Background: an optimization exercise with open tools, aiming at small area, a short achievable clock period and few clock cycles per item. Do not read the settings as production practice. In this exercise RTL edits were held to simulation tests only and were not proved equivalent to the original.

## the baseline
// systolic_array_mat_mult_8x8
module systolic_array_mat_mult_8x8 (
    input logic clk,
    input logic rst,
    input logic start,
    output logic done,
    output logic ready,
    input logic a_valid,
    output logic a_ready,
    input logic [63:0] a_in,
    input logic b_valid,
    output logic b_ready,
    input logic [63:0] b_in,
    output logic c_valid,
    input logic c_ready,
    output logic [255:0] c_out
);
Size: roughly 15000 cells after synthesis, ~0.18 mm^2 of cells after synthesis.
export LEC_CHECK = 0
export CAP_MARGIN = 20
export CORE_MARGIN = 2
export CORE_UTILIZATION = 35
export GPL_ROUTABILITY_DRIVEN = 1
export GPL_TIMING_DRIVEN = 1
export PLACE_DENSITY = 0.45
export SLEW_MARGIN = 20
create_clock -name core_clock -period 10.0 [get_ports {clk}]
standard.sh (not shown) runs the stock make flow with config.mk's settings and CLKGATE_MAP_FILE= SYNTH_SCRIPT=/design/flow/synth_recipe.tcl, a recipe that flattens the netlist after the stock synthesis.
==> flow/flow/run.sh <==
#!/bin/bash
# Layout flow: the standard flow, with one extra step after synthesis that
# removes redundant inverters around full adders (fixinv.py), and with repair
# aimed at a tighter setup margin than the default. The clock and SDC are the standard flow's.
set -euo pipefail
MARGIN=${MARGIN:-5.9}
LIB=$FLOW_HOME/platforms/sky130hd/lib/sky130_fd_sc_hd__tt_025C_1v80.lib
R=orfs/results/sky130hd/systolic_array_mat_mult_8x8/base

bash standard.sh SETUP_SLACK_MARGIN=$MARGIN synth > log_1_synth.txt 2>&1

# cells the netlist may use instead of their complements (not don't-use ones)
grep -o 'cell ("sky130_fd_sc_hd__[a-z0-9_]*")' $LIB | sed 's/cell ("//;s/")//' \
  | grep -v -e lpflow -e probe > avail_cells.txt
yosys -p "read_liberty -lib $LIB; read_verilog $R/1_2_yosys.v; write_json fix_in.json" > log_2_fix_read.txt 2>&1
python3 flow/fixinv.py fix_in.json fix_out.json avail_cells.txt > log_3_fixinv.txt 2>&1
cp $R/1_2_yosys.v synth_before_fix.v
yosys -p "read_liberty -lib $LIB; read_json fix_out.json; write_verilog -noattr -nohex -nodec $R/1_2_yosys.v" > log_4_fix_write.txt 2>&1
rm -f fix_in.json fix_out.json
rm -f $R/1_synth.odb $R/1_synth.sdc

bash standard.sh SETUP_SLACK_MARGIN=$MARGIN > log_5_layout.txt 2>&1
Other scripts of this flow, unchanged in this note and not shown: flow/flow/fixinv.py
The baseline completed end to end with timing, DRC and antenna clean.
Testbench counts of the baseline, summed over its fixed seeds: cycles 908, matrices 96.
For the candidate, these inputs were changed with respect to the baseline:
-- flow/flow/run.sh --
<<< the baseline, line 4
# aimed at a tighter setup margin than the default. The clock and SDC are the standard flow's.
set -euo pipefail
MARGIN=${MARGIN:-5.9}
LIB=$FLOW_HOME/platforms/sky130hd/lib/sky130_fd_sc_hd__tt_025C_1v80.lib
R=orfs/results/sky130hd/systolic_array_mat_mult_8x8/base
>>> the candidate, line 4
# aimed at a tighter setup margin than the default. The clock and SDC are the standard flow's.
set -euo pipefail
MARGIN=${MARGIN:-5.6}
LIB=$FLOW_HOME/platforms/sky130hd/lib/sky130_fd_sc_hd__tt_025C_1v80.lib
R=orfs/results/sky130hd/systolic_array_mat_mult_8x8/base
==> notes.md <==
The time the final worst path needs with I/O delays and setup number comes out higher for the candidate vs the baseline. Compared to the baseline, the candidate has final area about 2% lower. Number of CTS-inserted buffers: the baseline and the candidate compared, lower one is the candidate. Final worst-path setup slack (lower): the candidate. Compared with the baseline, post-detailed-route via-to-cell ratio in the candidate decreased slightly. The lower maximum operating frequency came out of the candidate. Looking at placer's final routability congestion estimate, the candidate sits 0.63% higher than the baseline does.


== wip/fjord ==
Starting RTL as in the previous note.
export LEC_CHECK = 0
export CAP_MARGIN = 20
export CORE_MARGIN = 2
export CORE_UTILIZATION = 40
export GPL_ROUTABILITY_DRIVEN = 1
export GPL_TIMING_DRIVEN = 1
export PLACE_DENSITY = 0.5
export SLEW_MARGIN = 20
create_clock -name core_clock -period 10.0 [get_ports {clk}]
==> flow/flow/run.sh <==
#!/bin/bash
# Layout flow: the standard flow, with one extra step after synthesis that
# removes redundant inverters around full adders (fixinv.py), and with repair
# aimed at a tighter setup margin than the default. The clock and SDC are the standard flow's.
set -euo pipefail
MARGIN=${MARGIN:-5.9}
LIB=$FLOW_HOME/platforms/sky130hd/lib/sky130_fd_sc_hd__tt_025C_1v80.lib
R=orfs/results/sky130hd/systolic_array_mat_mult_8x8/base

bash standard.sh SETUP_SLACK_MARGIN=$MARGIN synth > log_1_synth.txt 2>&1

# cells the netlist may use instead of their complements (not don't-use ones)
grep -o 'cell ("sky130_fd_sc_hd__[a-z0-9_]*")' $LIB | sed 's/cell ("//;s/")//' \
  | grep -v -e lpflow -e probe > avail_cells.txt
yosys -p "read_liberty -lib $LIB; read_verilog $R/1_2_yosys.v; write_json fix_in.json" > log_2_fix_read.txt 2>&1
python3 flow/fixinv.py fix_in.json fix_out.json avail_cells.txt > log_3_fixinv.txt 2>&1
cp $R/1_2_yosys.v synth_before_fix.v
yosys -p "read_liberty -lib $LIB; read_json fix_out.json; write_verilog -noattr -nohex -nodec $R/1_2_yosys.v" > log_4_fix_write.txt 2>&1
rm -f fix_in.json fix_out.json
rm -f $R/1_synth.odb $R/1_synth.sdc

bash standard.sh SETUP_SLACK_MARGIN=$MARGIN > log_5_layout.txt 2>&1
Other scripts of this flow, unchanged in this note and not shown: flow/flow/fixinv.py
Testbench counts of wip/fjord, summed over its fixed seeds: cycles 908, matrices 96.
Here is what was changed in the inputs of wip/indigo compared with wip/fjord.
Settings: PLACE_DENSITY now 0.45, was 0.5; CORE_UTILIZATION now 35, was 40.
-- flow/flow/run.sh --
<<< wip/fjord, line 5
set -euo pipefail
MARGIN=${MARGIN:-5.9}
LIB=$FLOW_HOME/platforms/sky130hd/lib/sky130_fd_sc_hd__tt_025C_1v80.lib
>>> wip/indigo, line 5
set -euo pipefail
MARGIN=${MARGIN:-5.75}
LIB=$FLOW_HOME/platforms/sky130hd/lib/sky130_fd_sc_hd__tt_025C_1v80.lib
==> notes.md <==
Going from wip/fjord to wip/indigo, portion of the clock cycle consumed by the worst path in the final layout rose 0.30 points; final wirelength lower.

-- separate check: timing with driven ports --
Ports are ideal in the flow. The routed layouts listed here were re-timed in OpenROAD.
Step 1: set_driving_cell puts a clkbuf_16 on clk and a buf_2 on each other input, an assumption about the parent block.
Step 2 adds t to the input delays and takes it off the output delays; t is the mean of the earliest and latest rising clock arrival at the registers after step 1. Input paths then give back, and output paths get back, about the clock's delay inside the block.
Three values: no drivers, after step 1, after step 2; two values: the first two.
run	t (ns)	slack for setup (ns)	slew at the worst register clock pin (ns)	worst data-port slew with drivers (ns)	pins driven straight from the clock port
the baseline	1.115	5.739 / 5.739 / 4.978	0.08 / 0.08	0.12	1
the candidate	1.121	5.484 / 5.484 / 4.556	0.08 / 0.08	0.24	1
wip/fjord	1.118	5.680 / 5.680 / 4.916	0.07 / 0.07	0.25	1
wip/indigo	1.133	5.650 / 5.614 / 4.927	0.07 / 0.07	0.05	1
After both steps setup and hold are still met in every run listed. For the candidate, which loses most, drivers alone change the setup slack by 0.000 ns; drivers and shift together by -0.928 ns.
